Source: an optimization exercise on an open RTL-to-GDS flow (aim: small area). Production flows keep margins and buffers that such runs may drop. Only simulation tests tie the RTL to the original design; equivalence was not proved. No activity file was given, so power comes from the tool's default toggle rates.

File: standard.sh
#!/bin/bash
# synth_recipe.tcl (not shown) runs the flow's synth.tcl, then flattens the netlist and writes it again
# the make line also repeats each setting of config.mk as NAME=value (left out here)
make -C /OpenROAD-flow-scripts/flow DESIGN_CONFIG=/design/flow/config.mk WORK_HOME=/design/flow/orfs CLKGATE_MAP_FILE= SYNTH_SCRIPT=/design/flow/synth_recipe.tcl "${@:-finish}"
File: config.mk
export PLATFORM = sky130hd
export DESIGN_NAME = L1_L2_Cache_System
export DESIGN_NICKNAME = L1_L2_Cache_System
export VERILOG_FILES = /design/flow/design.v
export SDC_FILE = /design/flow/constraint.sdc
export NUM_CORES = 8
export LEC_CHECK = 0
export CAP_MARGIN = 20
export CORE_MARGIN = 2
export CORE_UTILIZATION = 62
export CTS_BUF_LIST = sky130_fd_sc_hd__clkbuf_16
export CTS_CLUSTER_DIAMETER = 90
export CTS_CLUSTER_SIZE = 26
export GPL_TIMING_DRIVEN = 0
export PLACE_DENSITY = 0.72
export SLEW_MARGIN = 20
File: flow/abc_area.script
&get -n
&st
&dch -f
&nf -a -R 1000
&st
&dch -f
&nf -a -R 1000
&st
&dch -f
&nf -a -R 1000
&put
topo
File: constraint.sdc
create_clock -name core_clock -period 12.0 [get_ports {clk}]
set_input_delay 2.4000 -clock core_clock [delete_from_list [all_inputs] [get_ports {clk}]]
set_output_delay 2.4000 -clock core_clock [all_outputs]
set_load 0.01 [all_outputs]
File: design.v
`timescale 1ns / 1ps
module L1_L2_Cache_System (
  input clk, reset,
  input cpu_req, cpu_write,
  input [31:0] cpu_addr,
  input [31:0] cpu_write_data,
  output reg [31:0] cpu_read_data,
  output reg L1_hit, L1_miss,
  output reg L2_hit, L2_miss,
  output reg [31:0] L1_hit_count,
  output reg [31:0] L1_miss_count,
  output reg [31:0] L2_hit_count,
  output reg [31:0] L2_miss_count,
  output reg mem_req_to_main,
  output reg mem_write_to_main,
  output reg [31:0] mem_addr_to_main,
  output reg [31:0] mem_write_data_to_main,
  input [31:0] mem_read_data_from_main
);
  function [31:0] count_up(input [31:0] c, input en);
    reg [31:0] t;
    integer b;
    begin
      t[0] = 1'b1;
      for (b = 1; b < 32; b = b + 1)
        t[b] = t[b-1] & c[b-1];
      count_up = c ^ (t & {32{en}});
    end
  endfunction
  reg [26*64-1:0] l2_tag;    
  reg [32*64-1:0] l2_data;   
  reg [3*16-1:0]  l2_st;     
  reg [2*16-1:0]  l1_way;    
  reg [32*16-1:0] l1_data;
  reg [31:0]      l2_rd;     
  reg        p_req, p_write, p_hit;
  reg [1:0]  p_way;
  reg [31:0] p_addr, p_wdata;
  wire [3:0]  c_idx = cpu_addr[5:2];
  wire [25:0] c_tag = cpu_addr[31:6];
  wire [3:0]  p_idx = p_addr[5:2];
  wire [25:0] p_tag = p_addr[31:6];
  wire [15:0] c_sel = 16'd1 << c_idx;
  wire [15:0] p_sel = 16'd1 << p_idx;
  wire [3:0]  pw_sel = 4'd1 << p_way;
  wire [2:0] c_st = l2_st[c_idx*3 +: 3];
  wire [2:0] p_st = l2_st[p_idx*3 +: 3];
  wire [3:0] c_valid = {c_st[2],
                        c_st[2] | (c_st[1:0] == 2'd3),
                        c_st[2] | c_st[1],
                        c_st[2] | (c_st[1:0] != 2'd0)};
  wire [3:0] cmp;
  genvar w;
  generate
    for (w = 0; w < 4; w = w + 1) begin : g_cmp
      reg [25:0] t;
      integer k;
      always @* begin
        t = 26'd0;
        for (k = 0; k < 16; k = k + 1)
          t = t | (l2_tag[(k*4+w)*26 +: 26] & {26{c_sel[k]}});
      end
      assign cmp[w] = c_valid[w] && (t == c_tag);
    end
  endgenerate
  wire       p_miss = p_req & ~p_hit;
  wire       p_at   = p_req && (p_idx == c_idx);
  wire       same   = p_at && (p_tag == c_tag);
  wire [1:0] victim = p_st[1:0];
  wire       alloc_here = p_miss && (p_idx == c_idx);
  wire [3:0] kill   = alloc_here ? (4'b0001 << victim) : 4'b0000;
  wire [3:0] hitv   = cmp & ~kill;
  wire       new_hit = same & p_miss;
  wire       l2e_hit = new_hit | (|hitv);
  wire [1:0] l2e_way = new_hit ? victim : {hitv[3] | hitv[2], hitv[3] | hitv[1]};
  wire [1:0] c_l1way = l1_way[c_idx*2 +: 2];
  wire       l1hit   = p_at ? same : |(cmp & (4'd1 << c_l1way));
  wire       issue   = cpu_req & (cpu_write | ~l1hit);
  reg [31:0] l1_rdata;
  integer k1;
  always @* begin
    l1_rdata = 32'd0;
    for (k1 = 0; k1 < 16; k1 = k1 + 1)
      l1_rdata = l1_rdata | (l1_data[k1*32 +: 32] & {32{c_sel[k1]}});
  end
  always @(posedge clk or posedge reset) begin
    if (reset) begin
      L1_hit <= 1'b0;
      L1_miss <= 1'b0;
      L1_hit_count <= 32'd0;
      L1_miss_count <= 32'd0;
      cpu_read_data <= 32'd0;
      p_req <= 1'b0;
      p_write <= 1'b0;
    end else begin
      L1_hit <= cpu_req & l1hit;
      L1_miss <= cpu_req & ~l1hit;
      L1_hit_count <= count_up(L1_hit_count, cpu_req & l1hit);
      L1_miss_count <= count_up(L1_miss_count, cpu_req & ~l1hit);
      if (cpu_req & ~cpu_write)
        cpu_read_data <= l1hit ? l1_rdata : l2_rd;
      p_req <= issue;
      p_write <= cpu_req & cpu_write;
    end
  end
  always @(posedge clk) begin
    if (issue) begin
      p_addr <= {cpu_addr[31:2], l1hit ? cpu_addr[1:0] : 2'b00};
      p_hit <= l2e_hit;
      p_way <= l2e_way;
    end
    if (cpu_req & cpu_write)
      p_wdata <= cpu_write_data;
  end
  genvar i;
  generate
    for (i = 0; i < 16; i = i + 1) begin : g_l1
      always @(posedge clk)
        if (issue && c_idx == i)
          l1_data[i*32 +: 32] <= cpu_write ? cpu_write_data : l2_rd;
    end
  endgenerate
  wire [1:0] u = p_hit ? p_way : victim;
  wire       l2_issue = p_req & (p_write | ~p_hit);
  wire [31:0] l2_wdata = p_write ? p_wdata : mem_read_data_from_main;
  reg [31:0] l2_rdata;
  integer k2;
  always @* begin
    l2_rdata = 32'd0;
    for (k2 = 0; k2 < 64; k2 = k2 + 1)
      l2_rdata = l2_rdata | (l2_data[k2*32 +: 32] & {32{p_sel[k2/4] & pw_sel[k2%4]}});
  end
  always @(posedge clk or posedge reset) begin
    if (reset) begin
      L2_hit <= 1'b0;
      L2_miss <= 1'b0;
      L2_hit_count <= 32'd0;
      L2_miss_count <= 32'd0;
      mem_req_to_main <= 1'b0;
      mem_write_to_main <= 1'b0;
      mem_addr_to_main <= 32'd0;
      mem_write_data_to_main <= 32'd0;
      l2_rd <= 32'd0;
    end else begin
      L2_hit <= p_req & p_hit;
      L2_miss <= p_miss;
      L2_hit_count <= count_up(L2_hit_count, p_req & p_hit);
      L2_miss_count <= count_up(L2_miss_count, p_miss);
      mem_req_to_main <= l2_issue;
      mem_write_to_main <= p_write;
      if (l2_issue)
        mem_addr_to_main <= p_addr;
      if (p_write)
        mem_write_data_to_main <= p_wdata;
      if (p_req & ~p_write)
        l2_rd <= p_hit ? l2_rdata : mem_read_data_from_main;
    end
  end
  genvar s;
  generate
    for (s = 0; s < 16; s = s + 1) begin : g_set
      always @(posedge clk or posedge reset) begin
        if (reset)
          l2_st[s*3 +: 3] <= 3'd0;
        else if (p_miss && p_idx == s)
          l2_st[s*3 +: 3] <= {l2_st[s*3+2] | (l2_st[s*3 +: 2] == 2'd3), l2_st[s*3 +: 2] + 2'd1};
      end
      always @(posedge clk)
        if (p_req && p_idx == s)
          l1_way[s*2 +: 2] <= u;
      for (w = 0; w < 4; w = w + 1) begin : g_way
        always @(posedge clk)
          if (l2_issue && p_idx == s && u == w) begin
            l2_tag[(s*4+w)*26 +: 26] <= p_tag;
            l2_data[(s*4+w)*32 +: 32] <= l2_wdata;
          end
      end
    end
  endgenerate
endmodule
File: flow/run.sh
#!/bin/bash
# Own layout flow: the standard flow (standard.sh, all steps) with two changes:
#  - Yosys's ABC technology mapping uses an area-oriented script (flow/abc_area.script, delay
#    relaxed) in place of ORFS's abc_speed.script; the rest of synthesis, and so every register's
#    name and cell type, is unchanged.
#  - the port buffers inserted by buffer_ports are sky130_fd_sc_hd__buf_1.
# Each tool's output is in ORFS's own logs (orfs/logs/...); make's output is in flow_make.log.
set -euo pipefail
W=$PWD
rm -rf "$W/scripts_own"
cp -r "$FLOW_HOME/scripts" "$W/scripts_own"
cp "$W/flow/abc_area.script" "$W/scripts_own/abc_speed.script"
export SCRIPTS_DIR="$W/scripts_own"
export BUFFER_PORTS_ARGS="-buffer_cell sky130_fd_sc_hd__buf_1"
bash "$W/standard.sh" > "$W/flow_make.log" 2>&1
==> flow_results.xml, run 1 <==
<?xml version="1.0" encoding="UTF-8"?>
<metrics>
  <group name="run_status">
    <metric name="status" unit="">finished clean</metric>
  </group>
  <group name="hold_path">
    <metric name="hold_class" unit="">flip-flop to flip-flop</metric>
    <metric name="min_from" unit="">L1_hit_count[31]$_DFF_PP0_</metric>
    <metric name="min_to" unit="">L1_hit_count[31]$_DFF_PP0_</metric>
    <metric name="hold-path-cell-count" unit="">1</metric>
  </group>
  <group name="sta">
    <metric name="fin_max_slew_vios" unit="">0</metric>
    <metric name="finalHoldViolCount" unit="">0</metric>
    <metric name="final.setup.tns" unit="ps">0</metric>
    <metric name="final_critical_path_setup_slack" unit="ps">684</metric>
    <metric name="final_period_minus_worst_setup_slack" unit="ps">11320</metric>
    <metric name="maxSlewHeadroom" unit="%">9.98</metric>
    <metric name="tightest_slew" unit="ps">1340</metric>
    <metric name="rsz0062_at_grt" unit="">false</metric>
    <metric name="layout_worst_path_cycle_share" unit="%">94.3</metric>
    <metric name="clock-skew-final" unit="ps">64.1</metric>
    <metric name="max_freq" unit="GHz">0.0884</metric>
    <metric name="finalSetupViolations" unit="">0</metric>
  </group>
  <group name="clocking">
    <metric name="cts-root-buf" unit="">clkbuf_16</metric>
    <metric name="cts_tree" unit="">done</metric>
    <metric name="cts_htree_levels" unit="">4</metric>
    <metric name="postCtsSetupRepairBufs" unit="">0</metric>
    <metric name="cts.sink_count" unit="">4635</metric>
    <metric name="cts.clk_slew.worst_paths" unit="ps">90</metric>
    <metric name="clock_insertion_delay_worst_skew" unit="ps">950</metric>
    <metric name="numCtsBuffers" unit="">199</metric>
    <metric name="post_cts_hold_buffer_count" unit="">0</metric>
    <metric name="cts.path.max_buffers" unit="">3</metric>
    <metric name="cts_resized" unit="">0</metric>
  </group>
  <group name="die">
    <metric name="number_of_primary_i_o_pins" unit="">330</metric>
    <metric name="floorplan.initialDensity" unit="%">62.4</metric>
    <metric name="die_y" unit="µm">521</metric>
    <metric name="core" unit="µm²">265000</metric>
    <metric name="rows" unit="">189</metric>
    <metric name="die-width" unit="µm">521</metric>
    <metric name="die_area" unit="µm²">271000</metric>
  </group>
  <group name="synth">
    <metric name="ys_types" unit="">49</metric>
    <metric name="synth_fp_nets" unit="">8893</metric>
    <metric name="number_of_enable_flip_flop_cells_after_synthesis" unit="">4323</metric>
    <metric name="synthesis.area_per_instance" unit="µm²">18.9</metric>
    <metric name="syn-instance-count" unit="">8773</metric>
    <metric name="ys_ff_latch" unit="">4635</metric>
    <metric name="syn_area" unit="µm²">166000</metric>
    <metric name="yosys_warnings" unit="">1</metric>
    <metric name="primary_flip_flop_cell_chosen_by_synthesis_mapping" unit="">edfxtp_1</metric>
    <metric name="async_reset_ff_share" unit="%">6.73</metric>
    <metric name="synth_sequential_area_ratio" unit="%">83.1</metric>
  </group>
  <group name="global_route">
    <metric name="gr-total-overflow" unit="">0</metric>
    <metric name="grt_first_pass_wirelength" unit="µm">909000</metric>
    <metric name="grt_pass1_vias" unit="">106000</metric>
    <metric name="track_usage" unit="%">50.2</metric>
    <metric name="grt_max_degree" unit="">72</metric>
    <metric name="antenna_found_initial" unit="">67</metric>
  </group>
  <group name="finish">
    <metric name="final_cell_mix" unit="">4,323 x edfxtp_1, 794 x a22oi_1, 617 x a222oi_1</metric>
    <metric name="final_layout_size_suffix_gt1_share" unit="%">12.8</metric>
    <metric name="layout-area-overhead-vs-synth" unit="%">19.5</metric>
    <metric name="layout.cells.most_common" unit="">edfxtp_1</metric>
    <metric name="finish.utilization" unit="%">74.6</metric>
    <metric name="final_net_count" unit="">10300</metric>
    <metric name="postLayoutCellArea" unit="µm²">198000</metric>
  </group>
  <group name="place">
    <metric name="placement.setup.worst_slack" unit="ps">-84.0</metric>
    <metric name="detailed_place.area" unit="µm²">192000</metric>
    <metric name="gp_congestion" unit="">0.890</metric>
    <metric name="io_buffers" unit="">329</metric>
    <metric name="place_hpwl" unit="µm">450000</metric>
  </group>
  <group name="power">
    <metric name="leakagePower" unit="nW">63.3</metric>
    <metric name="vdd_drop_max" unit="µV">177</metric>
    <metric name="fin_total_pwr" unit="mW">29.4</metric>
    <metric name="power_per_cell_area" unit="nW/µm²">149</metric>
  </group>
  <group name="worst_setup_path">
    <metric name="worst_ep_arrival_time" unit="ps">12130</metric>
    <metric name="cells_along_the_critical_path" unit="">buf_1, clkinv_1, nor2_2, a22oi_1, a21oi_1, or4_1, nor2_1, a21oi_1, o221ai_1, a2111oi_0, nand3_1, nor4_1, nand3_1, o211ai_1, a32o_4, buf_12, and2_1, nand4_1, nor2_1, and2_0, and3_1, and2_0, nand4_1, xnor2_1</metric>
    <metric name="timing.critical_path.fanout_max" unit="">25</metric>
    <metric name="start_kind" unit="">input pin</metric>
    <metric name="regToRegEndpoint" unit="">l1_data[425]$_DFFE_PP_</metric>
    <metric name="reg2reg_setup_slack" unit="ps">3810</metric>
    <metric name="timing.critical_path.to_type" unit="">flip-flop</metric>
    <metric name="cp.required" unit="ps">12810</metric>
    <metric name="r2r.worst_path.cells" unit="">22</metric>
    <metric name="timing_worst_setup_path_type" unit="">input pin to flip-flop</metric>
    <metric name="largest_incremental_delay_on_the_critical_path" unit="ps">1010</metric>
    <metric name="crit_path_top_delay_cell" unit="">nor2_2</metric>
    <metric name="worst_setup_path_startpoint" unit="">cpu_addr[3]</metric>
    <metric name="rr_startpoint" unit="">l2_st[8]$_DFFE_PP0P_</metric>
  </group>
  <group name="routing">
    <metric name="finalWirelength" unit="µm">682000</metric>
    <metric name="detailroute.via_count" unit="">115000</metric>
    <metric name="viasPerCell" unit="">8.25</metric>
    <metric name="detail-route-antenna-nets" unit="">0</metric>
    <metric name="wire_per_inst" unit="µm">49.0</metric>
    <metric name="drc_errors_left" unit="">0</metric>
    <metric name="detail_route.first_pass.iterations" unit="">17</metric>
    <metric name="detail_route.iter0.violations" unit="">28700</metric>
  </group>
  <group name="run">
    <metric name="cap_viol_max_count" unit="">0</metric>
  </group>
</metrics>
==> cells in the mapped netlist, drive strengths merged (5+ instances only) <==
cell type	count	share of area, %
a2111oi	8	0.042
a21o	17	0.077
a21oi	76	0.23
a221oi	147	0.78
a222oi	617	3.7
a22o	151	0.80
a22oi	794	3.6
a31o	8	0.042
a31oi	5	0.019
and2	12	0.045
and3	33	0.12
and4	20	0.11
clkinv	101	0.23
dfrtp	312	4.7
edfxtp	4323	78
ha	20	0.15
mux2	76	0.52
nand2	539	1.2
nand2b	22	0.083
nand3	219	0.66
nand4	329	1.2
nor2	355	0.80
nor2b	27	0.10
nor3	125	0.38
nor4	25	0.094
o21ai	130	0.39
o221ai	5	0.026
o22ai	12	0.045
o31ai	32	0.15
or4	11	0.050
xnor2	138	0.73
xor2	52	0.27
==> flip-flops by register name (all words and copies together) (netlist names), 48 cells and up <==
register and count:
l1_data 512, l2_st 48, l2_tag 1664, l2_data 2048
==> per-layer routing <==
| layer | vias to the layer above | global-route usage [%] | wire (µm) |
|---|---|---|---|
| met5 | - | 7.02 | 2600 |
| li1 | 40400 | - | - |
| met3 | 4997 | 26.9 | 133000 |
| met4 | 71 | 44.0 | 85200 |
| met1 | 55100 | 56.1 | 184000 |
| met2 | 14400 | 69.2 | 278000 |
==> worst max-delay path: cells and delay by family <==
kind	cells	cell delay, ps
XOR/XNOR	1	160
AND/OR/NAND/NOR	13	5370
AO/OA/AOI/OAI	7	2710
buffers and inverters	3	1350
==> how the worst max path moves through the flow <==
| stage | endpoint | slack, ps |
|---|---|---|
| floorplan | l1_data[448]$_DFFE_PP_ | 500 |
| global placement | l1_data[469]$_DFFE_PP_ | -12350 |
| detailed placement | L1_hit_count[31]$_DFF_PP0_ | -80 |
| CTS | L1_hit_count[31]$_DFF_PP0_ | 760 |
| global route | L1_hit_count[31]$_DFF_PP0_ | 780 |
| finish | L1_hit_count[31]$_DFF_PP0_ | 680 |
==> power breakdown <==
part           switching, mW  internal (mW)
clock network           4.92           3.20
logic                   1.86          0.761
registers              0.409           18.3
==> per-stage QoR <==
| stage | hold WS (ps) | std cells |
|---|---|---|
| 2_1_floorplan | 428 | 8773 |
| 3_3_place_gp | 445 | 12600 |
| 3_5_place_dp | 462 | 13500 |
| 4_1_cts | 493 | 13900 |
| 5_1_grt | 496 | 13900 |
| 6_report | 491 | 13900 |
==> kinds of logic (layout without fill, tap and decap cells) <==
| family | after synthesis | count (layout) | share of synthesized area, % |
|---|---|---|---|
| xor gates and xnor gates | 190 | 190 | 1.00 |
| other | 0 | 59 | 0 |
| DFF | 4635 | 4635 | 83.1 |
| buffers and inverters | 101 | 1663 | 0.229 |
| and+or+nand+nor | 1728 | 1728 | 4.97 |
| muxes | 76 | 76 | 0.517 |
| AOI/OAI and AO/OA | 2023 | 2023 | 10.0 |
| adders and majority gates | 20 | 20 | 0.151 |
==> layout make-up <==
| type | instances | area, µm² |
|---|---|---|
| flip-flops and latches | 4635 | 138000 |
| repair buffers | 1193 | 20100 |
| diodes | 59 | 148 |
| inverters | 101 | 385 |
| clock inverters | 162 | 766 |
| well taps | 3533 | 4420 |
| clock buffers | 207 | 5180 |
| multi-input cells | 4037 | 29300 |
| fillers | 14100 | 67500 |
==> inputs of run 2 (changes only) <==
--- a/config.mk
+++ b/config.mk
@@ -11,6 +11,5 @@
 export CTS_BUF_LIST = sky130_fd_sc_hd__clkbuf_16
 export CTS_CLUSTER_DIAMETER = 90
 export CTS_CLUSTER_SIZE = 26
-export GPL_TIMING_DRIVEN = 0
 export PLACE_DENSITY = 0.72
 export SLEW_MARGIN = 20
==> run 2 against run 1 <==
Against the previous run: synthesized cell count stayed put; global-route usage decreased by 4.8 points; core utilization shrank 5.6 points; critical path depth down 1; critical endpoint is now L1_hit_count[30]$_DFF_PP0_; worst setup slack gained 1300 ps; clock skew shrank 20 ps; sequential power is essentially flat; wire length shrank 8.8%; still clean; synthesized area unchanged; via count shrank 5.8%.
==> flow_results.xml, run 2 <==
<?xml version="1.0" encoding="UTF-8"?>
<metrics>
  <group name="routing">
    <metric name="detailroute.via_count" unit="">108000</metric>
    <metric name="detail_route.first_pass.iterations" unit="">14</metric>
    <metric name="wire_per_inst" unit="µm">46.2</metric>
    <metric name="detail-route-antenna-nets" unit="">0</metric>
    <metric name="viasPerCell" unit="">8.03</metric>
    <metric name="drc_errors_left" unit="">0</metric>
    <metric name="finalWirelength" unit="µm">622000</metric>
    <metric name="detail_route.iter0.violations" unit="">28200</metric>
  </group>
  <group name="place">
    <metric name="io_buffers" unit="">329</metric>
    <metric name="place_hpwl" unit="µm">339000</metric>
    <metric name="gp_congestion" unit="">0.951</metric>
    <metric name="numPlacedInstances" unit="">13100</metric>
    <metric name="placement.setup.worst_slack" unit="ps">1550</metric>
  </group>
  <group name="clocking">
    <metric name="cts.clk_slew.worst_paths" unit="ps">100</metric>
    <metric name="postCtsSetupRepairBufs" unit="">0</metric>
    <metric name="cts.path.max_buffers" unit="">3</metric>
    <metric name="numCtsBuffers" unit="">198</metric>
    <metric name="cts.sink_count" unit="">4635</metric>
    <metric name="cts-root-buf" unit="">clkbuf_16</metric>
    <metric name="clock_insertion_delay_worst_skew" unit="ps">940</metric>
    <metric name="post_cts_hold_buffer_count" unit="">0</metric>
    <metric name="cts_htree_levels" unit="">4</metric>
    <metric name="cts_resized" unit="">0</metric>
    <metric name="cts_tree" unit="">done</metric>
  </group>
  <group name="sta">
    <metric name="rsz0062_at_grt" unit="">false</metric>
    <metric name="finalSetupViolations" unit="">0</metric>
    <metric name="tightest_slew" unit="ps">1370</metric>
    <metric name="finalHoldViolCount" unit="">0</metric>
    <metric name="final_period_minus_worst_setup_slack" unit="ps">10020</metric>
    <metric name="layout_worst_path_cycle_share" unit="%">83.5</metric>
    <metric name="holdWs" unit="ps">477</metric>
    <metric name="max_freq" unit="GHz">0.0998</metric>
    <metric name="fin_max_slew_vios" unit="">0</metric>
    <metric name="maxSlewHeadroom" unit="%">8.60</metric>
    <metric name="final_critical_path_setup_slack" unit="ps">1980</metric>
    <metric name="clock-skew-final" unit="ps">44.2</metric>
    <metric name="final.setup.tns" unit="ps">0</metric>
  </group>
  <group name="worst_setup_path">
    <metric name="r2r.worst_path.cells" unit="">9</metric>
    <metric name="cells_along_the_critical_path" unit="">buf_1, clkinv_1, nand2_1, nor2_4, buf_12, buf_4, a222oi_1, nand3_1, nor2_1, o22ai_1, nor4_1, nand4_1, nor4_1, a211o_1, a32o_4, and2_0, nand4_1, nor2_1, and2_0, and3_1, and2_0, nand4_1, nor2b_1</metric>
    <metric name="largest_incremental_delay_on_the_critical_path" unit="ps">810</metric>
    <metric name="regToRegEndpoint" unit="">l2_data[2001]$_DFFE_PP_</metric>
    <metric name="crit_path_top_delay_cell" unit="">nor4_1</metric>
    <metric name="worst_ep_arrival_time" unit="ps">10820</metric>
    <metric name="timing.critical_path.to_type" unit="">flip-flop</metric>
    <metric name="cp.required" unit="ps">12800</metric>
    <metric name="start_kind" unit="">input pin</metric>
    <metric name="timing_worst_setup_path_type" unit="">input pin to flip-flop</metric>
    <metric name="timing.critical_path.fanout_max" unit="">60</metric>
    <metric name="rr_startpoint" unit="">p_addr[2]$_DFFE_PP_</metric>
    <metric name="critical_path_buf_inv_count" unit="">4</metric>
    <metric name="reg2reg_setup_slack" unit="ps">4790</metric>
    <metric name="worst_path_dominant_cell_family" unit="">simple AND/OR/NAND/NOR gates</metric>
  </group>
  <group name="global_route">
    <metric name="track_usage" unit="%">45.4</metric>
    <metric name="grt_pass1_vias" unit="">99300</metric>
    <metric name="grt_max_degree" unit="">101</metric>
    <metric name="grt_first_pass_wirelength" unit="µm">831000</metric>
    <metric name="antenna_found_initial" unit="">39</metric>
    <metric name="gr-total-overflow" unit="">0</metric>
  </group>
  <group name="synth">
    <metric name="ys_types" unit="">49</metric>
    <metric name="synth_fp_nets" unit="">8893</metric>
    <metric name="primary_flip_flop_cell_chosen_by_synthesis_mapping" unit="">edfxtp_1</metric>
    <metric name="synthesis.area_per_instance" unit="µm²">18.9</metric>
    <metric name="syn-instance-count" unit="">8773</metric>
    <metric name="number_of_enable_flip_flop_cells_after_synthesis" unit="">4323</metric>
    <metric name="yosys_warnings" unit="">1</metric>
    <metric name="ranking_of_synthesized_cells_by_instance_count" unit="">4,323 x edfxtp_1, 794 x a22oi_1, 617 x a222oi_1</metric>
    <metric name="synth_sequential_area_ratio" unit="%">83.1</metric>
    <metric name="syn_area" unit="µm²">166000</metric>
    <metric name="area_fraction_of_the_dominant_cell_type_after_synthesis" unit="%">78.4</metric>
    <metric name="post_synth_main_area_contributors" unit="">edfxtp_1 78%, dfrtp_1 4.7%, a222oi_1 3.7%</metric>
    <metric name="async_reset_ff_share" unit="%">6.73</metric>
    <metric name="synth.most_common_cell" unit="">edfxtp_1</metric>
    <metric name="ys_ff_latch" unit="">4635</metric>
    <metric name="yosys.area.top_type" unit="">edfxtp_1</metric>
  </group>
  <group name="die">
    <metric name="number_of_primary_i_o_pins" unit="">330</metric>
    <metric name="rows" unit="">189</metric>
    <metric name="die_y" unit="µm">521</metric>
    <metric name="floorplan.initialDensity" unit="%">62.4</metric>
    <metric name="die-width" unit="µm">521</metric>
    <metric name="core" unit="µm²">265000</metric>
    <metric name="die_area" unit="µm²">271000</metric>
  </group>
  <group name="power">
    <metric name="power_per_cell_area" unit="nW/µm²">158</metric>
    <metric name="leakagePower" unit="nW">57.8</metric>
    <metric name="vdd_drop_max" unit="µV">175</metric>
    <metric name="fin_total_pwr" unit="mW">28.9</metric>
  </group>
  <group name="finish">
    <metric name="max_flop_register" unit="">l2_data</metric>
    <metric name="fillerInstances" unit="">16800</metric>
    <metric name="layout.cells.most_common" unit="">edfxtp_1</metric>
    <metric name="largest_register_ffs" unit="">2048</metric>
    <metric name="final_net_count" unit="">9850</metric>
    <metric name="layout_top_registers" unit="">l2_data: 2048 flops, l2_tag: 1664 flops, l1_data: 512 flops</metric>
    <metric name="final_cells" unit="">13500</metric>
    <metric name="layout-area-overhead-vs-synth" unit="%">10.5</metric>
    <metric name="final_layout_size_suffix_gt1_share" unit="%">8.76</metric>
    <metric name="final_cell_mix" unit="">4,323 x edfxtp_1, 794 x a22oi_1, 617 x a222oi_1</metric>
  </group>
  <group name="hold_path">
    <metric name="min_to" unit="">l2_st[44]$_DFFE_PP0P_</metric>
    <metric name="hold_class" unit="">flip-flop to flip-flop</metric>
    <metric name="hold-path-cell-count" unit="">1</metric>
    <metric name="min_from" unit="">l2_st[44]$_DFFE_PP0P_</metric>
  </group>
  <group name="run">
    <metric name="cap_viol_max_count" unit="">0</metric>
  </group>
  <group name="run_status">
    <metric name="status" unit="">finished clean</metric>
  </group>
</metrics>
run 2: cell counts after synthesis:
Identical to the previous run, type by type.
run 2: metal layers:
layer,GRT usage [%],vias to the layer above,wire length (µm)
li1,-,39400,-
met1,58.1,52600,185000
met2,64.3,13000,259000
met3,17.8,3193,119000
met4,31.9,32,59300
met5,0.193,-,243
run 2: kinds of logic after synthesis:
| kind of cell | share of synthesized area (%) |
|---|---|
| multiplexers | 0.517 |
| XOR/XNOR | 1.00 |
| flip-flops | 83.1 |
| buffers and inverters | 0.229 |
| AND/OR/NAND/NOR | 4.97 |
| adder cells (fa/ha/maj) | 0.151 |
| AO/OA/AOI/OAI | 10.0 |
run 2: final cells by class:
class / count / area [µm²] / area share, %
inverters: 101 / 387 / 0.211
clock inverters: 167 / 777 / 0.425
clock buffers: 205 / 5130 / 2.80
well taps: 3533 / 4420 / 2.42
repair buffers: 757 / 5300 / 2.90
multi-input cells: 4037 / 29300 / 16.0
flip-flops and latches: 4635 / 138000 / 75.2
diodes: 44 / 110 / 0.0602
run 2: worst max-delay path by stage:
stage / depth (start not counted) / endpoint / start / slack, ps
after global placement: 17 / p_addr[10]$_DFFE_PP_ / cpu_addr[3] / 1570
final: 23 / L1_hit_count[30]$_DFF_PP0_ / cpu_addr[3] / 1980
after CTS: 22 / L1_hit_count[30]$_DFF_PP0_ / cpu_addr[3] / 2480
after detailed placement: 22 / L1_hit_count[30]$_DFF_PP0_ / cpu_addr[3] / 1550
after global routing: 25 / L1_hit_count[30]$_DFF_PP0_ / cpu_addr[3] / 1810
after floorplan: 15 / l1_data[448]$_DFFE_PP_ / cpu_addr[5] / 500
run 2: stage by stage:
stage | utilization (%) | instance area, µm²
2_1_floorplan | - | 166000
3_3_place_gp | 66.4 | 176000
3_5_place_dp | 66.6 | 177000
4_1_cts | 68.8 | 183000
5_1_grt | 68.9 | 183000
6_report | 69.0 | 183000
run 2: worst reg2reg max path, stage by stage, from the launching register on:
cell      delay, ps
edfxtp_1        700
and2_0          660
a22oi_1         370
a21oi_1         130
or4_1           760
mux2_1          700
nand2b_2        780
nor2_4         1030
buf_4           670
buf_4           990
run 2: where the power goes:
part	internal, mW	switching (mW)
Sequential	18.3	0.350
Clock	3.17	4.85
Combinational	0.535	1.76
==> inputs of run 3 (changes only) <==
--- a/config.mk
+++ b/config.mk
@@ -9,7 +9,7 @@
 export CORE_MARGIN = 2
 export CORE_UTILIZATION = 62
 export CTS_BUF_LIST = sky130_fd_sc_hd__clkbuf_16
-export CTS_CLUSTER_DIAMETER = 90
-export CTS_CLUSTER_SIZE = 26
+export CTS_CLUSTER_DIAMETER = 100
+export CTS_CLUSTER_SIZE = 30
 export PLACE_DENSITY = 0.72
 export SLEW_MARGIN = 20
==> run 3 against run 2 <==
Against the previous run: power fell by 1.5%; sequential power barely moved; clock-buffer cell count fell by 24; hold slack improved by 2.2 ps; final area fell by 0.38%; critical path depth did not move.
==> flow_results.xml, run 3 <==
<?xml version="1.0" encoding="UTF-8"?>
<metrics>
  <group name="place">
    <metric name="place_hpwl" unit="µm">339000</metric>
    <metric name="gp_congestion" unit="">0.951</metric>
    <metric name="numPlacedInstances" unit="">13100</metric>
    <metric name="io_buffers" unit="">329</metric>
  </group>
  <group name="die">
    <metric name="rows" unit="">189</metric>
    <metric name="number_of_primary_i_o_pins" unit="">330</metric>
    <metric name="die-width" unit="µm">521</metric>
    <metric name="floorplan.initialDensity" unit="%">62.4</metric>
    <metric name="die_y" unit="µm">521</metric>
    <metric name="die_area" unit="µm²">271000</metric>
    <metric name="core" unit="µm²">265000</metric>
  </group>
  <group name="global_route">
    <metric name="track_usage" unit="%">45.4</metric>
    <metric name="grt_pass1_vias" unit="">99000</metric>
    <metric name="grt_first_pass_wirelength" unit="µm">830000</metric>
    <metric name="gr-total-overflow" unit="">0</metric>
    <metric name="grt_max_degree" unit="">101</metric>
    <metric name="antenna_found_initial" unit="">39</metric>
  </group>
  <group name="routing">
    <metric name="wire_per_inst" unit="µm">46.3</metric>
    <metric name="finalWirelength" unit="µm">623000</metric>
    <metric name="drc_errors_left" unit="">0</metric>
    <metric name="detail_route.iter0.violations" unit="">28200</metric>
    <metric name="detail_route.first_pass.iterations" unit="">14</metric>
    <metric name="detailroute.via_count" unit="">109000</metric>
    <metric name="detail-route-antenna-nets" unit="">0</metric>
    <metric name="viasPerCell" unit="">8.08</metric>
  </group>
  <group name="clocking">
    <metric name="postCtsSetupRepairBufs" unit="">0</metric>
    <metric name="cts_htree_levels" unit="">4</metric>
    <metric name="cts.clk_slew.worst_paths" unit="ps">110</metric>
    <metric name="cts.path.max_buffers" unit="">3</metric>
    <metric name="cts.sink_count" unit="">4635</metric>
    <metric name="cts_tree" unit="">done</metric>
    <metric name="cts-root-buf" unit="">clkbuf_16</metric>
    <metric name="clock_insertion_delay_worst_skew" unit="ps">930</metric>
    <metric name="numCtsBuffers" unit="">175</metric>
    <metric name="cts_resized" unit="">0</metric>
    <metric name="post_cts_hold_buffer_count" unit="">0</metric>
  </group>
  <group name="finish">
    <metric name="final_layout_size_suffix_gt1_share" unit="%">8.51</metric>
    <metric name="layout_top_registers" unit="">l2_data: 2048 flops, l2_tag: 1664 flops, l1_data: 512 flops</metric>
    <metric name="finish.utilization" unit="%">68.7</metric>
    <metric name="final_cells" unit="">13400</metric>
    <metric name="final_cell_mix" unit="">4,323 x edfxtp_1, 794 x a22oi_1, 617 x a222oi_1</metric>
    <metric name="layout-area-overhead-vs-synth" unit="%">10.1</metric>
    <metric name="largest_register_ffs" unit="">2048</metric>
    <metric name="final_net_count" unit="">9828</metric>
    <metric name="max_flop_register" unit="">l2_data</metric>
    <metric name="layout.cells.most_common" unit="">edfxtp_1</metric>
  </group>
  <group name="worst_setup_path">
    <metric name="worst_path_dominant_cell_family" unit="">simple AND/OR/NAND/NOR gates</metric>
    <metric name="largest_incremental_delay_on_the_critical_path" unit="ps">840</metric>
    <metric name="r2r.worst_path.cells" unit="">9</metric>
    <metric name="reg2reg_setup_slack" unit="ps">4840</metric>
    <metric name="regToRegEndpoint" unit="">l2_data[2011]$_DFFE_PP_</metric>
    <metric name="critical_path_buf_inv_count" unit="">4</metric>
    <metric name="cp.required" unit="ps">12800</metric>
    <metric name="rr_startpoint" unit="">p_addr[3]$_DFFE_PP_</metric>
    <metric name="start_kind" unit="">input pin</metric>
    <metric name="timing.critical_path.to_type" unit="">flip-flop</metric>
    <metric name="crit_path_top_delay_cell" unit="">nor4_1</metric>
    <metric name="cells_along_the_critical_path" unit="">buf_1, clkinv_1, nand2_1, nor2_4, buf_12, buf_4, a222oi_1, nand3_1, nor2_1, o22ai_1, nor4_1, nand4_1, nor4_1, a211o_1, a32o_4, and2_0, nand4_1, nor2_1, and2_0, and3_1, and2_0, nand4_1, nor2b_1</metric>
    <metric name="timing_worst_setup_path_type" unit="">input pin to flip-flop</metric>
    <metric name="worst_ep_arrival_time" unit="ps">10800</metric>
    <metric name="timing.critical_path.fanout_max" unit="">60</metric>
  </group>
  <group name="sta">
    <metric name="finalSetupViolations" unit="">0</metric>
    <metric name="finalHoldViolCount" unit="">0</metric>
    <metric name="final.setup.tns" unit="ps">0</metric>
    <metric name="tightest_slew" unit="ps">1280</metric>
    <metric name="clock-skew-final" unit="ps">45.3</metric>
    <metric name="max_freq" unit="GHz">0.100</metric>
    <metric name="final_period_minus_worst_setup_slack" unit="ps">10000</metric>
    <metric name="fin_max_slew_vios" unit="">0</metric>
    <metric name="rsz0062_at_grt" unit="">false</metric>
    <metric name="layout_worst_path_cycle_share" unit="%">83.3</metric>
    <metric name="maxSlewHeadroom" unit="%">14.6</metric>
  </group>
  <group name="synth">
    <metric name="area_fraction_of_the_dominant_cell_type_after_synthesis" unit="%">78.4</metric>
    <metric name="synthesis.area_per_instance" unit="µm²">18.9</metric>
    <metric name="post_synth_main_area_contributors" unit="">edfxtp_1 78%, dfrtp_1 4.7%, a222oi_1 3.7%</metric>
    <metric name="ranking_of_synthesized_cells_by_instance_count" unit="">4,323 x edfxtp_1, 794 x a22oi_1, 617 x a222oi_1</metric>
    <metric name="syn_area" unit="µm²">166000</metric>
    <metric name="synth_sequential_area_ratio" unit="%">83.1</metric>
    <metric name="synth_fp_nets" unit="">8893</metric>
    <metric name="number_of_enable_flip_flop_cells_after_synthesis" unit="">4323</metric>
    <metric name="yosys.area.top_type" unit="">edfxtp_1</metric>
    <metric name="yosys_warnings" unit="">1</metric>
    <metric name="primary_flip_flop_cell_chosen_by_synthesis_mapping" unit="">edfxtp_1</metric>
    <metric name="synth.most_common_cell" unit="">edfxtp_1</metric>
    <metric name="syn-instance-count" unit="">8773</metric>
    <metric name="async_reset_ff_share" unit="%">6.73</metric>
    <metric name="ys_types" unit="">49</metric>
    <metric name="ys_ff_latch" unit="">4635</metric>
  </group>
  <group name="hold_path">
    <metric name="hold_class" unit="">flip-flop to flip-flop</metric>
    <metric name="hold-path-cell-count" unit="">1</metric>
    <metric name="min_from" unit="">L1_hit_count[31]$_DFF_PP0_</metric>
    <metric name="min_to" unit="">L1_hit_count[31]$_DFF_PP0_</metric>
  </group>
  <group name="power">
    <metric name="vdd_drop_max" unit="µV">177</metric>
    <metric name="power_per_cell_area" unit="nW/µm²">156</metric>
    <metric name="leakagePower" unit="nW">57.3</metric>
  </group>
  <group name="run_status">
    <metric name="status" unit="">finished clean</metric>
  </group>
  <group name="run">
    <metric name="cap_viol_max_count" unit="">0</metric>
  </group>
</metrics>
-- run 3: cell counts after synthesis --
No cell type changed its count.
-- run 3: logic make-up (layout without fill, tap and decap cells) --
group / count (synthesis) / in the layout / synth area share [%]
other cells: 0 / 52 / 0
flops: 4635 / 4635 / 83.1
fa+ha+maj: 20 / 20 / 0.151
compound gates: 2023 / 2023 / 10.0
xor+xnor: 190 / 190 / 1.00
mux: 76 / 76 / 0.517
simple gates: 1728 / 1728 / 4.97
buf+inv: 101 / 1182 / 0.229
-- run 3: worst register-to-register path, cell delays in order (launching register included) --
cell and delay, ps:
edfxtp_1 690, and2_0 680, a22oi_1 360, a21oi_1 130, or4_1 760, mux2_1 690, nand2b_2 780, nor2_4 1020
buf_4 690, buf_4 960
-- run 3: per-stage QoR --
step	setup WS, ps	hold WS (ps)	power (mW)	area, µm²
6_report	2000	480	28.5	182000
5_1_grt	1830	496	28.9	182000
2_1_floorplan	501	428	19.9	166000
3_5_place_dp	1550	454	21.1	177000
3_3_place_gp	1570	447	21.0	176000
4_1_cts	2500	479	28.2	182000
-- run 3: routing by layer --
metal / vias to the layer above / wire [µm] / part of all wire [%] / GRT usage (%)
met2: 13100 / 262000 / 42 / 64.8
met3: 3155 / 118000 / 19 / 17.2
li1: 39400 / - / - / -
met4: 34 / 57300 / 9.2 / 31.0
met1: 53000 / 184000 / 30 / 58.0
met5: - / 559 / 0.090 / 0.649
-- run 3: where the power goes --
group / switching [mW] / internal (mW) / leakage (nW) / total [mW]
Clock: 4.78 / 2.81 / 3.00 / 7.59
Sequential: 0.349 / 18.3 / 43.1 / 18.6
Combinational: 1.76 / 0.537 / 11.3 / 2.30
Total: 6.89 / 21.6 / 57.3 / 28.5
-- run 3: worst max-delay path by stage --
stage                           start                          to  slack [ps]  depth (start not counted)
final                     cpu_addr[3]  L1_hit_count[30]$_DFF_PP0_        2000                         23
after floorplan           cpu_addr[5]      l1_data[448]$_DFFE_PP_         500                         15
after CTS                 cpu_addr[2]  L1_hit_count[30]$_DFF_PP0_        2500                         22
after detailed placement  cpu_addr[3]  L1_hit_count[30]$_DFF_PP0_        1550                         22
after global routing      cpu_addr[3]  L1_hit_count[30]$_DFF_PP0_        1830                         23
after global placement    cpu_addr[3]        p_addr[10]$_DFFE_PP_        1570                         17
-- run 3: final cells by class --
class / instances / area (µm²)
flip-flops and latches: 4635 / 138000
diodes: 52 / 130
multi-input cells: 4037 / 29300
clock inverters: 142 / 663
well taps: 3533 / 4420
clock buffers: 181 / 4530
repair buffers: 758 / 5320
inverters: 101 / 387
fillers: 16900 / 83000
==> inputs of run 4 (changes only) <==
==> flow/abc_area.script (replaced) <==
&get -n
&st
&deepsyn -T 120
&dch -f
&nf -a -R 1000 -F 10 -A 10
&put
topo
--- a/config.mk
+++ b/config.mk
@@ -7,9 +7,9 @@
 export LEC_CHECK = 0
 export CAP_MARGIN = 20
 export CORE_MARGIN = 2
-export CORE_UTILIZATION = 62
+export CORE_UTILIZATION = 66
 export CTS_BUF_LIST = sky130_fd_sc_hd__clkbuf_16
-export CTS_CLUSTER_DIAMETER = 100
-export CTS_CLUSTER_SIZE = 30
-export PLACE_DENSITY = 0.72
+export CTS_CLUSTER_DIAMETER = 80
+export CTS_CLUSTER_SIZE = 22
+export PLACE_DENSITY = 0.76
 export SLEW_MARGIN = 20
==> run 4 against run 3 <==
Against the previous run: the layout now fails its checks (antenna rules); cell count fell by 1.5%; power increased by 3.3%; hold slack worse by 12 ps; clock skew rose by 13 ps; largest cell class unchanged.
==> flow_results.xml, run 4 <==
<?xml version="1.0" encoding="UTF-8"?>
<metrics>
  <group name="sta">
    <metric name="tightest_slew" unit="ps">1340</metric>
    <metric name="final_period_minus_worst_setup_slack" unit="ps">11110</metric>
    <metric name="clock-skew-final" unit="ps">58.6</metric>
    <metric name="finalHoldViolCount" unit="">0</metric>
    <metric name="holdWs" unit="ps">467</metric>
    <metric name="max_freq" unit="GHz">0.0900</metric>
    <metric name="rsz0062_at_grt" unit="">false</metric>
    <metric name="final.setup.tns" unit="ps">0</metric>
    <metric name="finalSetupViolations" unit="">0</metric>
    <metric name="layout_worst_path_cycle_share" unit="%">92.6</metric>
    <metric name="fin_max_slew_vios" unit="">0</metric>
    <metric name="maxSlewHeadroom" unit="%">10.5</metric>
  </group>
  <group name="finish">
    <metric name="layout.cells.most_common" unit="">edfxtp_1</metric>
    <metric name="layout_top_registers" unit="">l2_data: 2048 flops, l2_tag: 1664 flops, l1_data: 512 flops</metric>
    <metric name="max_flop_register" unit="">l2_data</metric>
    <metric name="fillerInstances" unit="">14000</metric>
    <metric name="final_net_count" unit="">9787</metric>
    <metric name="layout-area-overhead-vs-synth" unit="%">11.2</metric>
    <metric name="final_cell_mix" unit="">4,323 x edfxtp_1, 687 x a222oi_1, 652 x a22oi_1</metric>
    <metric name="final_layout_size_suffix_gt1_share" unit="%">9.73</metric>
    <metric name="largest_register_ffs" unit="">2048</metric>
  </group>
  <group name="routing">
    <metric name="finalWirelength" unit="µm">611000</metric>
    <metric name="detail_route.first_pass.iterations" unit="">17</metric>
    <metric name="detail-route-antenna-nets" unit="">1</metric>
    <metric name="detail_route.iter0.violations" unit="">29700</metric>
    <metric name="viasPerCell" unit="">8.31</metric>
    <metric name="wire_per_inst" unit="µm">46.2</metric>
    <metric name="detailroute.via_count" unit="">110000</metric>
    <metric name="drc_errors_left" unit="">0</metric>
  </group>
  <group name="worst_setup_path">
    <metric name="worst_ep_arrival_time" unit="ps">11950</metric>
    <metric name="crit_path_top_delay_cell" unit="">nor4_1</metric>
    <metric name="critical_path_buf_inv_count" unit="">5</metric>
    <metric name="timing.critical_path.fanout_max" unit="">52</metric>
    <metric name="timing.critical_path.to_type" unit="">flip-flop</metric>
    <metric name="reg2reg_setup_slack" unit="ps">3800</metric>
    <metric name="cp.required" unit="ps">12840</metric>
    <metric name="worst_path_dominant_cell_family" unit="">simple AND/OR/NAND/NOR gates</metric>
    <metric name="r2r.worst_path.cells" unit="">34</metric>
    <metric name="start_kind" unit="">input pin</metric>
    <metric name="rr_startpoint" unit="">l2_tag[291]$_DFFE_PP_</metric>
    <metric name="regToRegEndpoint" unit="">L1_hit_count[30]$_DFF_PP0_</metric>
    <metric name="timing_worst_setup_path_type" unit="">input pin to flip-flop</metric>
    <metric name="timing.critical_path.mode_cell" unit="">and3_1</metric>
    <metric name="largest_incremental_delay_on_the_critical_path" unit="ps">970</metric>
  </group>
  <group name="place">
    <metric name="io_buffers" unit="">329</metric>
    <metric name="place_hpwl" unit="µm">330000</metric>
    <metric name="gp_congestion" unit="">0.954</metric>
  </group>
  <group name="synth">
    <metric name="area_fraction_of_the_dominant_cell_type_after_synthesis" unit="%">78.8</metric>
    <metric name="async_reset_ff_share" unit="%">6.73</metric>
    <metric name="primary_flip_flop_cell_chosen_by_synthesis_mapping" unit="">edfxtp_1</metric>
    <metric name="synth_fp_nets" unit="">8736</metric>
    <metric name="ys_ff_latch" unit="">4635</metric>
    <metric name="ranking_of_synthesized_cells_by_instance_count" unit="">4,323 x edfxtp_1, 687 x a222oi_1, 652 x a22oi_1</metric>
    <metric name="number_of_enable_flip_flop_cells_after_synthesis" unit="">4323</metric>
    <metric name="ys_types" unit="">40</metric>
    <metric name="synth.most_common_cell" unit="">edfxtp_1</metric>
    <metric name="post_synth_main_area_contributors" unit="">edfxtp_1 79%, dfrtp_1 4.7%, a222oi_1 4.2%</metric>
    <metric name="synth_sequential_area_ratio" unit="%">83.5</metric>
    <metric name="syn_area" unit="µm²">165000</metric>
    <metric name="synthesis.area_per_instance" unit="µm²">19.1</metric>
    <metric name="syn-instance-count" unit="">8616</metric>
    <metric name="yosys.area.top_type" unit="">edfxtp_1</metric>
    <metric name="yosys_warnings" unit="">1</metric>
  </group>
  <group name="clocking">
    <metric name="cts-root-buf" unit="">clkbuf_16</metric>
    <metric name="post_cts_hold_buffer_count" unit="">0</metric>
    <metric name="postCtsSetupRepairBufs" unit="">0</metric>
    <metric name="cts_resized" unit="">0</metric>
    <metric name="cts.path.max_buffers" unit="">3</metric>
    <metric name="cts_tree" unit="">done</metric>
    <metric name="cts_htree_levels" unit="">4</metric>
    <metric name="cts.clk_slew.worst_paths" unit="ps">90</metric>
    <metric name="cts.sink_count" unit="">4635</metric>
    <metric name="numCtsBuffers" unit="">231</metric>
    <metric name="clock_insertion_delay_worst_skew" unit="ps">960</metric>
  </group>
  <group name="die">
    <metric name="rows" unit="">183</metric>
    <metric name="number_of_primary_i_o_pins" unit="">330</metric>
    <metric name="die_y" unit="µm">504</metric>
    <metric name="core" unit="µm²">248000</metric>
    <metric name="floorplan.initialDensity" unit="%">66.3</metric>
    <metric name="die-width" unit="µm">504</metric>
    <metric name="die_area" unit="µm²">254000</metric>
  </group>
  <group name="global_route">
    <metric name="track_usage" unit="%">47.5</metric>
    <metric name="antenna_found_initial" unit="">41</metric>
    <metric name="grt_first_pass_wirelength" unit="µm">820000</metric>
    <metric name="grt_max_degree" unit="">118</metric>
    <metric name="gr-total-overflow" unit="">0</metric>
    <metric name="grt_pass1_vias" unit="">101000</metric>
  </group>
  <group name="run">
    <metric name="cap_viol_max_count" unit="">0</metric>
  </group>
  <group name="power">
    <metric name="power_per_cell_area" unit="nW/µm²">161</metric>
    <metric name="vdd_drop_max" unit="µV">176</metric>
    <metric name="leakagePower" unit="nW">58.2</metric>
    <metric name="fin_total_pwr" unit="mW">29.4</metric>
  </group>
  <group name="hold_path">
    <metric name="hold-path-cell-count" unit="">1</metric>
    <metric name="hold_class" unit="">flip-flop to flip-flop</metric>
    <metric name="min_from" unit="">p_addr[1]$_SDFFCE_PP0P_</metric>
    <metric name="min_to" unit="">mem_addr_to_main[1]$_DFFE_PP0P_</metric>
  </group>
  <group name="run_status">
    <metric name="layout.failed_checks" unit="">antenna rules</metric>
    <metric name="status" unit="">complete, but fails checks</metric>
  </group>
</metrics>
[run 4: cell families (layout without fill, tap and decap cells)]
kind of cell               count (synthesis)  in the layout  share of synthesized area [%]
AOI/OAI and AO/OA                       1975           1975                           10.1
xor gates and xnor gates                 168            168                          0.893
adders and majority gates                 20             20                          0.152
buffers and inverters                     81           1313                          0.184
DFF                                     4635           4635                           83.5
muxes                                     56             56                          0.383
other                                      0             60                              0
and+or+nand+nor                         1681           1681                           4.78
[run 4: area by class of cell]
type / count / area, µm² / share of cell area (%)
inverters: 81 / 312 / 0.170
diodes: 60 / 150 / 0.0819
repair buffers: 818 / 5760 / 3.14
flip-flops and latches: 4635 / 138000 / 75.1
multi-input cells: 3900 / 28400 / 15.5
clock inverters: 180 / 982 / 0.536
well taps: 3330 / 4170 / 2.27
clock buffers: 234 / 5860 / 3.20
[run 4: power breakdown]
group | switching [mW] | internal, mW | total, mW | leakage [nW]
Combinational | 1.66 | 0.524 | 2.18 | 11.5
Clock | 5.02 | 3.58 | 8.60 | 3.90
Sequential | 0.395 | 18.2 | 18.6 | 42.8
Total | 7.07 | 22.4 | 29.4 | 58.2
[run 4: per-stage QoR]
step | cell area (µm²) | std cells | utilization [%] | worst slack (ps)
after floorplan | 165000 | 8616 | - | 126
after CTS | 182000 | 13100 | 73.4 | 1380
after global routing | 183000 | 13200 | 73.7 | 463
after detailed placement | 175000 | 12700 | 70.6 | 410
final | 183000 | 13200 | 73.8 | 889
after global placement | 175000 | 12700 | 70.6 | 632
[run 4: routing by layer]
metal,share of wire (%),vias up,GRT usage [%]
met1,29,52400,59.8
met2,40,14600,64.3
li1,-,39200,-
met5,0.20,-,1.97
met4,9.3,46,32.0
met3,22,3658,24.1
[run 4: worst max path at each step]
stage | from | end | slack, ps | depth (start not counted)
floorplan | cpu_addr[3] | L1_miss_count[31]$_DFF_PP0_ | 130 | 36
global placement | cpu_addr[3] | L1_hit_count[30]$_DFF_PP0_ | 630 | 38
detailed placement | cpu_addr[2] | L1_hit_count[30]$_DFF_PP0_ | 410 | 39
CTS | cpu_addr[2] | L1_hit_count[30]$_DFF_PP0_ | 1380 | 39
global route | cpu_addr[2] | L1_hit_count[30]$_DFF_PP0_ | 460 | 39
finish | cpu_addr[2] | L1_hit_count[30]$_DFF_PP0_ | 890 | 38
==> inputs of run 5 (changes only) <==
--- a/design.v
+++ b/design.v
@@ -162,8 +162,9 @@
       always @(posedge clk or posedge reset) begin
         if (reset)
           l2_st[s*3 +: 3] <= 3'd0;
-        else if (p_miss && p_idx == s)
-          l2_st[s*3 +: 3] <= {l2_st[s*3+2] | (l2_st[s*3 +: 2] == 2'd3), l2_st[s*3 +: 2] + 2'd1};
+        else
+          l2_st[s*3 +: 3] <= l2_st[s*3 +: 3] ^ ({~l2_st[s*3+2] & l2_st[s*3+1] & l2_st[s*3], l2_st[s*3], 1'b1}
+                                               & {3{p_miss & p_sel[s]}});
       end
       always @(posedge clk)
         if (p_req && p_idx == s)
--- a/config.mk
+++ b/config.mk
@@ -7,9 +7,9 @@
 export LEC_CHECK = 0
 export CAP_MARGIN = 20
 export CORE_MARGIN = 2
-export CORE_UTILIZATION = 66
+export CORE_UTILIZATION = 62
 export CTS_BUF_LIST = sky130_fd_sc_hd__clkbuf_16
-export CTS_CLUSTER_DIAMETER = 80
-export CTS_CLUSTER_SIZE = 22
-export PLACE_DENSITY = 0.76
+export CTS_CLUSTER_DIAMETER = 100
+export CTS_CLUSTER_SIZE = 30
+export PLACE_DENSITY = 0.72
 export SLEW_MARGIN = 20
==> run 5 against run 4 <==
Against the previous run: the run now finishes clean; die area rose by 6.3%; synthesized area about the same; global-route usage fell by 2.0 points; wire length rose by 1.9%; largest cell class unchanged; largest power group unchanged.
==> flow_results.xml, run 5 <==
<?xml version="1.0" encoding="UTF-8"?>
<metrics>
  <group name="finish">
    <metric name="fillerInstances" unit="">16600</metric>
    <metric name="layout.cells.most_common" unit="">edfxtp_1</metric>
    <metric name="postLayoutCellArea" unit="µm²">182000</metric>
    <metric name="max_flop_register" unit="">l2_data</metric>
    <metric name="layout_top_registers" unit="">l2_data: 2048 flops, l2_tag: 1664 flops, l1_data: 512 flops</metric>
    <metric name="largest_register_ffs" unit="">2048</metric>
    <metric name="final_net_count" unit="">9733</metric>
    <metric name="layout-area-overhead-vs-synth" unit="%">10.3</metric>
    <metric name="final_cell_mix" unit="">4,323 x edfxtp_1, 761 x a22oi_1, 610 x a222oi_1</metric>
    <metric name="final_layout_size_suffix_gt1_share" unit="%">9.32</metric>
  </group>
  <group name="worst_setup_path">
    <metric name="r2r.worst_path.cells" unit="">35</metric>
    <metric name="timing.critical_path.fanout_max" unit="">27</metric>
    <metric name="timing_worst_setup_path_type" unit="">input pin to flip-flop</metric>
    <metric name="rr_startpoint" unit="">l2_st[36]$_DFF_PP0_</metric>
    <metric name="timing.critical_path.to_type" unit="">flip-flop</metric>
    <metric name="cp.required" unit="ps">12860</metric>
    <metric name="start_kind" unit="">input pin</metric>
    <metric name="largest_incremental_delay_on_the_critical_path" unit="ps">670</metric>
    <metric name="worst_ep_arrival_time" unit="ps">11780</metric>
    <metric name="timing.critical_path.mode_cell" unit="">and3_1</metric>
    <metric name="reg2reg_setup_slack" unit="ps">4200</metric>
    <metric name="crit_path_top_delay_cell" unit="">nor4_1</metric>
    <metric name="regToRegEndpoint" unit="">L1_hit_count[31]$_DFF_PP0_</metric>
  </group>
  <group name="global_route">
    <metric name="gr-max-usage-layer" unit="">met2</metric>
    <metric name="gr-total-overflow" unit="">0</metric>
    <metric name="grt_first_pass_wirelength" unit="µm">830000</metric>
    <metric name="met3_layer_usage_reported_by_global_route" unit="%">17.5</metric>
    <metric name="antenna_found_initial" unit="">39</metric>
    <metric name="grtUsageMet1" unit="%">58.3</metric>
    <metric name="global_route.usage.met2" unit="%">64.1</metric>
    <metric name="grt_max_degree" unit="">77</metric>
    <metric name="track_usage" unit="%">45.5</metric>
    <metric name="grt_pass1_vias" unit="">98900</metric>
  </group>
  <group name="place">
    <metric name="gp_congestion" unit="">0.920</metric>
    <metric name="io_buffers" unit="">329</metric>
    <metric name="place_hpwl" unit="µm">335000</metric>
    <metric name="placement.setup.worst_slack" unit="ps">269</metric>
    <metric name="detailed_place.area" unit="µm²">176000</metric>
  </group>
  <group name="clocking">
    <metric name="numCtsBuffers" unit="">182</metric>
    <metric name="clock_insertion_delay_worst_skew" unit="ps">980</metric>
    <metric name="cts_resized" unit="">0</metric>
    <metric name="cts_tree" unit="">done</metric>
    <metric name="post_cts_hold_buffer_count" unit="">0</metric>
    <metric name="cts.sink_count" unit="">4635</metric>
    <metric name="cts-root-buf" unit="">clkbuf_16</metric>
    <metric name="cts.clk_slew.worst_paths" unit="ps">110</metric>
    <metric name="cts.path.max_buffers" unit="">4</metric>
    <metric name="cts_htree_levels" unit="">4</metric>
    <metric name="postCtsSetupRepairBufs" unit="">0</metric>
  </group>
  <group name="routing">
    <metric name="viasPerCell" unit="">8.10</metric>
    <metric name="detail-route-antenna-nets" unit="">0</metric>
    <metric name="drc_errors_left" unit="">0</metric>
    <metric name="detailroute.via_count" unit="">108000</metric>
    <metric name="finalWirelength" unit="µm">623000</metric>
    <metric name="detail_route.iter0.violations" unit="">29400</metric>
    <metric name="detail_route.first_pass.iterations" unit="">13</metric>
    <metric name="wire_per_inst" unit="µm">46.8</metric>
  </group>
  <group name="power">
    <metric name="power_per_cell_area" unit="nW/µm²">157</metric>
    <metric name="fin_total_pwr" unit="mW">28.5</metric>
    <metric name="leakagePower" unit="nW">57.0</metric>
    <metric name="power.clock.fraction" unit="%">26.8</metric>
    <metric name="power_switching" unit="mW">6.82</metric>
    <metric name="comb_power_share" unit="%">7.7</metric>
    <metric name="power.internal" unit="mW">21.7</metric>
    <metric name="sequentialPowerShare" unit="%">65.5</metric>
    <metric name="vdd_drop_max" unit="µV">159</metric>
    <metric name="sw_frac_of_total" unit="%">23.9</metric>
  </group>
  <group name="hold_path">
    <metric name="min_to" unit="">L2_hit_count[31]$_DFF_PP0_</metric>
    <metric name="min_from" unit="">L2_hit_count[31]$_DFF_PP0_</metric>
    <metric name="hold-path-cell-count" unit="">1</metric>
    <metric name="hold_class" unit="">flip-flop to flip-flop</metric>
  </group>
  <group name="sta">
    <metric name="clock-skew-final" unit="ps">89.2</metric>
    <metric name="layout_worst_path_cycle_share" unit="%">90.9</metric>
    <metric name="final.setup.tns" unit="ps">0</metric>
    <metric name="maxSlewHeadroom" unit="%">11.0</metric>
    <metric name="max_freq" unit="GHz">0.0916</metric>
    <metric name="rsz0062_at_grt" unit="">false</metric>
    <metric name="finalHoldViolCount" unit="">0</metric>
    <metric name="final_period_minus_worst_setup_slack" unit="ps">10910</metric>
    <metric name="tightest_slew" unit="ps">1330</metric>
    <metric name="holdWs" unit="ps">471</metric>
    <metric name="fin_max_slew_vios" unit="">0</metric>
    <metric name="finalSetupViolations" unit="">0</metric>
    <metric name="final_critical_path_setup_slack" unit="ps">1090</metric>
  </group>
  <group name="synth">
    <metric name="synth.most_common_cell" unit="">edfxtp_1</metric>
    <metric name="ys_ff_latch" unit="">4635</metric>
    <metric name="primary_flip_flop_cell_chosen_by_synthesis_mapping" unit="">edfxtp_1</metric>
    <metric name="synthesis.area_per_instance" unit="µm²">19.2</metric>
    <metric name="syn_area" unit="µm²">165000</metric>
    <metric name="synth_sequential_area_ratio" unit="%">83.6</metric>
    <metric name="yosys_warnings" unit="">1</metric>
    <metric name="yosys.area.top_type" unit="">edfxtp_1</metric>
    <metric name="post_synth_main_area_contributors" unit="">edfxtp_1 79%, dfrtp_1 4.7%, a222oi_1 3.7%</metric>
    <metric name="async_reset_ff_share" unit="%">6.73</metric>
    <metric name="area_fraction_of_the_dominant_cell_type_after_synthesis" unit="%">78.8</metric>
    <metric name="synth_fp_nets" unit="">8719</metric>
    <metric name="ys_types" unit="">43</metric>
    <metric name="syn-instance-count" unit="">8599</metric>
    <metric name="number_of_enable_flip_flop_cells_after_synthesis" unit="">4323</metric>
    <metric name="ranking_of_synthesized_cells_by_instance_count" unit="">4,323 x edfxtp_1, 761 x a22oi_1, 610 x a222oi_1</metric>
  </group>
  <group name="die">
    <metric name="die_y" unit="µm">519</metric>
    <metric name="floorplan.initialDensity" unit="%">62.2</metric>
    <metric name="number_of_primary_i_o_pins" unit="">330</metric>
    <metric name="die-width" unit="µm">519</metric>
    <metric name="die_area" unit="µm²">270000</metric>
    <metric name="core" unit="µm²">265000</metric>
    <metric name="rows" unit="">189</metric>
  </group>
  <group name="run">
    <metric name="cap_viol_max_count" unit="">0</metric>
  </group>
  <group name="run_status">
    <metric name="status" unit="">finished clean</metric>
  </group>
</metrics>
## run 5: logic make-up after synthesis
logic type	count (synthesis)	share of synthesized area, %
AO/OA/AOI/OAI	2014	10.2
XOR/XNOR	173	0.920
adder cells (fa/ha/maj)	20	0.152
buffers and inverters	64	0.146
flip-flops	4635	83.6
multiplexers	47	0.321
AND/OR/NAND/NOR	1646	4.70
## run 5: metrics by stage
step,util [%],cells
after floorplan,-,8599
after global placement,66.4,12900
after detailed placement,66.5,12900
after CTS,68.4,13300
after global routing,68.6,13300
final,68.7,13300
## run 5: critical path: cells and delay by family
kind	cells	cell delay, ps
AND/OR/NAND/NOR	26	5980
buffers and inverters	4	1400
AO/OA/AOI/OAI	6	1300
multiplexers	1	390
XOR/XNOR	2	280
## run 5: worst max path at each step
stage          cells after the start                    endpoint  slack [ps]         from
3_3_place_gp                      41  L1_hit_count[31]$_DFF_PP0_         200  cpu_addr[2]
4_1_cts                           38  L1_hit_count[31]$_DFF_PP0_        1230  cpu_addr[3]
5_1_grt                           41  L1_hit_count[31]$_DFF_PP0_         600  cpu_addr[2]
2_1_floorplan                     35  L1_hit_count[31]$_DFF_PP0_          90  cpu_addr[2]
6_report                          39  L1_hit_count[31]$_DFF_PP0_        1090  cpu_addr[2]
3_5_place_dp                      39  L1_hit_count[31]$_DFF_PP0_         270  cpu_addr[3]
## run 5: power groups by stage
stage	logic, mW	registers [mW]	clock network [mW]
2_1_floorplan	0.856	19.0	0
3_3_place_gp	2.00	19.0	0
3_5_place_dp	2.07	19.0	0
4_1_cts	2.07	18.6	7.53
5_1_grt	2.25	18.7	8.01
6_report	2.21	18.6	7.63
## run 5: layout make-up
type / instances / area, µm² / share of cell area [%]
diodes: 37 / 92.6 / 0.0510
clock buffers: 184 / 4600 / 2.53
clock inverters: 130 / 591 / 0.325
inverters: 64 / 249 / 0.137
multi-input cells: 3900 / 28300 / 15.6
flip-flops and latches: 4635 / 138000 / 75.7
well taps: 3533 / 4420 / 2.43
repair buffers: 830 / 5800 / 3.19
## run 5: layer usage
metal | wire [µm] | up-vias
met1 | 182000 | 52200
li1 | - | 39000
met5 | 193 | -
met2 | 259000 | 13600
met4 | 60300 | 25
met3 | 122000 | 3160
==> inputs of run 6 (changes only) <==
==> flow/abc_area.script (replaced) <==
&get -n
&st
&dch -f
&nf -a -R 1000
&st
&dch -f
&nf -a -R 1000
&st
&dch -f
&nf -a -R 1000
&put
topo
==> run 6 against run 5 <==
Against the previous run: hold slack improved by 5.8 ps; via count is essentially flat; critical path depth decreased by 10; highest routed layer unchanged; combinational power barely moved; maximum frequency up 17%; global-route usage is 0.064 points higher; sequential power about the same; wire length rose by 0.23%; sequential share of layout area is 0.12 points lower; die area grew 0.36%.
==> flow_results.xml, run 6 <==
<?xml version="1.0" encoding="UTF-8"?>
<metrics>
  <group name="finish">
    <metric name="final_layout_size_suffix_gt1_share" unit="%">8.70</metric>
    <metric name="final_cell_mix" unit="">4,323 x edfxtp_1, 749 x a22oi_1, 651 x a222oi_1</metric>
    <metric name="fillerInstances" unit="">16900</metric>
  </group>
  <group name="routing">
    <metric name="drc_errors_left" unit="">0</metric>
    <metric name="finalWirelength" unit="µm">624000</metric>
    <metric name="wire_per_inst" unit="µm">46.6</metric>
  </group>
  <group name="worst_setup_path">
    <metric name="cp.required" unit="ps">12800</metric>
    <metric name="rr_startpoint" unit="">p_addr[4]$_DFFE_PP_</metric>
    <metric name="timing_worst_setup_path_type" unit="">input pin to flip-flop</metric>
    <metric name="timing.critical_path.to_type" unit="">flip-flop</metric>
  </group>
  <group name="sta">
    <metric name="finalHoldViolCount" unit="">0</metric>
    <metric name="maxSlewHeadroom" unit="%">10.7</metric>
    <metric name="finalSetupViolations" unit="">0</metric>
    <metric name="final.setup.tns" unit="ps">0</metric>
    <metric name="clock-skew-final" unit="ps">44.4</metric>
    <metric name="max_freq" unit="GHz">0.107</metric>
    <metric name="layout_worst_path_cycle_share" unit="%">77.6</metric>
  </group>
  <group name="synth">
    <metric name="area_fraction_of_the_dominant_cell_type_after_synthesis" unit="%">78.5</metric>
    <metric name="synth_fp_nets" unit="">8844</metric>
    <metric name="ranking_of_synthesized_cells_by_instance_count" unit="">4,323 x edfxtp_1, 749 x a22oi_1, 651 x a222oi_1</metric>
    <metric name="async_reset_ff_share" unit="%">6.73</metric>
    <metric name="yosys.area.top_type" unit="">edfxtp_1</metric>
    <metric name="yosys_warnings" unit="">1</metric>
    <metric name="primary_flip_flop_cell_chosen_by_synthesis_mapping" unit="">edfxtp_1</metric>
  </group>
  <group name="power">
    <metric name="leakagePower" unit="nW">57.2</metric>
    <metric name="vdd_drop_max" unit="µV">194</metric>
  </group>
  <group name="clocking">
    <metric name="cts_tree" unit="">done</metric>
    <metric name="cts_htree_levels" unit="">4</metric>
    <metric name="cts.sink_count" unit="">4635</metric>
  </group>
  <group name="hold_path">
    <metric name="hold_class" unit="">flip-flop to flip-flop</metric>
    <metric name="min_to" unit="">L2_hit_count[31]$_DFF_PP0_</metric>
  </group>
  <group name="die">
    <metric name="floorplan.initialDensity" unit="%">62.4</metric>
  </group>
  <group name="run_status">
    <metric name="status" unit="">finished clean</metric>
  </group>
  <group name="global_route">
    <metric name="grt_max_degree" unit="">87</metric>
  </group>
</metrics>
## run 6: worst max-delay path, delay by kind of cell
family	cells	cell delay [ps]
buf+inv	8	2490
xor+xnor	1	120
compound gates	5	1080
simple gates	15	3920
## run 6: cell families after synthesis
| kind of cell | count (synthesis) | share of synthesized area [%] |
|---|---|---|
| buffers and inverters | 105 | 0.238 |
| xor gates and xnor gates | 188 | 0.996 |
| adders and majority gates | 20 | 0.151 |
| and+or+nand+nor | 1642 | 4.72 |
| AOI/OAI and AO/OA | 2076 | 10.2 |
| muxes | 58 | 0.395 |
| DFF | 4635 | 83.3 |
## run 6: final cells by class
class,count,share of cell area (%)
diodes,53,0.0729
clock buffers,180,2.48
clock inverters,145,0.432
inverters,105,0.221
multi-input cells,3984,15.9
flip-flops and latches,4635,75.6
well taps,3533,2.43
repair buffers,760,2.84
## run 6: stage by stage
step / cells / worst slack [ps] / utilization [%] / instance area, µm² / power (mW)
5_1_grt: 13300 / 2490 / 68.6 / 182000 / 28.9
3_3_place_gp: 13000 / 2110 / 66.4 / 176000 / 20.9
2_1_floorplan: 8724 / 396 / - / 165000 / 19.8
6_report: 13400 / 2690 / 68.6 / 182000 / 28.4
3_5_place_dp: 13000 / 2080 / 66.4 / 176000 / 21.0
4_1_cts: 13300 / 2980 / 68.4 / 181000 / 28.2
## run 6: how the worst max path moves through the flow
stage | start | to | slack, ps | cells after the start
floorplan | cpu_addr[5] | l1_data[448]$_DFFE_PP_ | 400 | 15
global placement | cpu_addr[2] | L1_miss_count[31]$_DFF_PP0_ | 2110 | 28
detailed placement | cpu_addr[2] | L1_miss_count[31]$_DFF_PP0_ | 2080 | 28
CTS | cpu_addr[2] | L1_miss_count[31]$_DFF_PP0_ | 2980 | 28
global route | cpu_addr[2] | L1_miss_count[31]$_DFF_PP0_ | 2490 | 28
finish | cpu_addr[3] | L1_miss_count[31]$_DFF_PP0_ | 2690 | 29
## run 6: power breakdown
part / internal [mW] / switching (mW) / total (mW)
registers: 18.3 / 0.314 / 18.6
clock network: 2.82 / 4.81 / 7.63
logic: 0.499 / 1.72 / 2.22
## run 6: per-layer routing
metal | up-vias | track usage [%] | part of all wire (%) | routed length [µm]
met5 | - | 0.0702 | 0.027 | 167
met4 | 24 | 32.0 | 9.2 | 57700
met2 | 12900 | 64.0 | 42 | 261000
met1 | 52800 | 58.5 | 30 | 187000
li1 | 39200 | - | - | -
met3 | 2930 | 17.8 | 19 | 119000

Check on run 6: ideal ports give 2.687 ns setup slack; a clkbuf_16 on the clock port and buf_2 on the inputs give 2.654 ns; moving port delays by the midpoint clock arrival (1.004 ns) as well gives 1.650 ns.
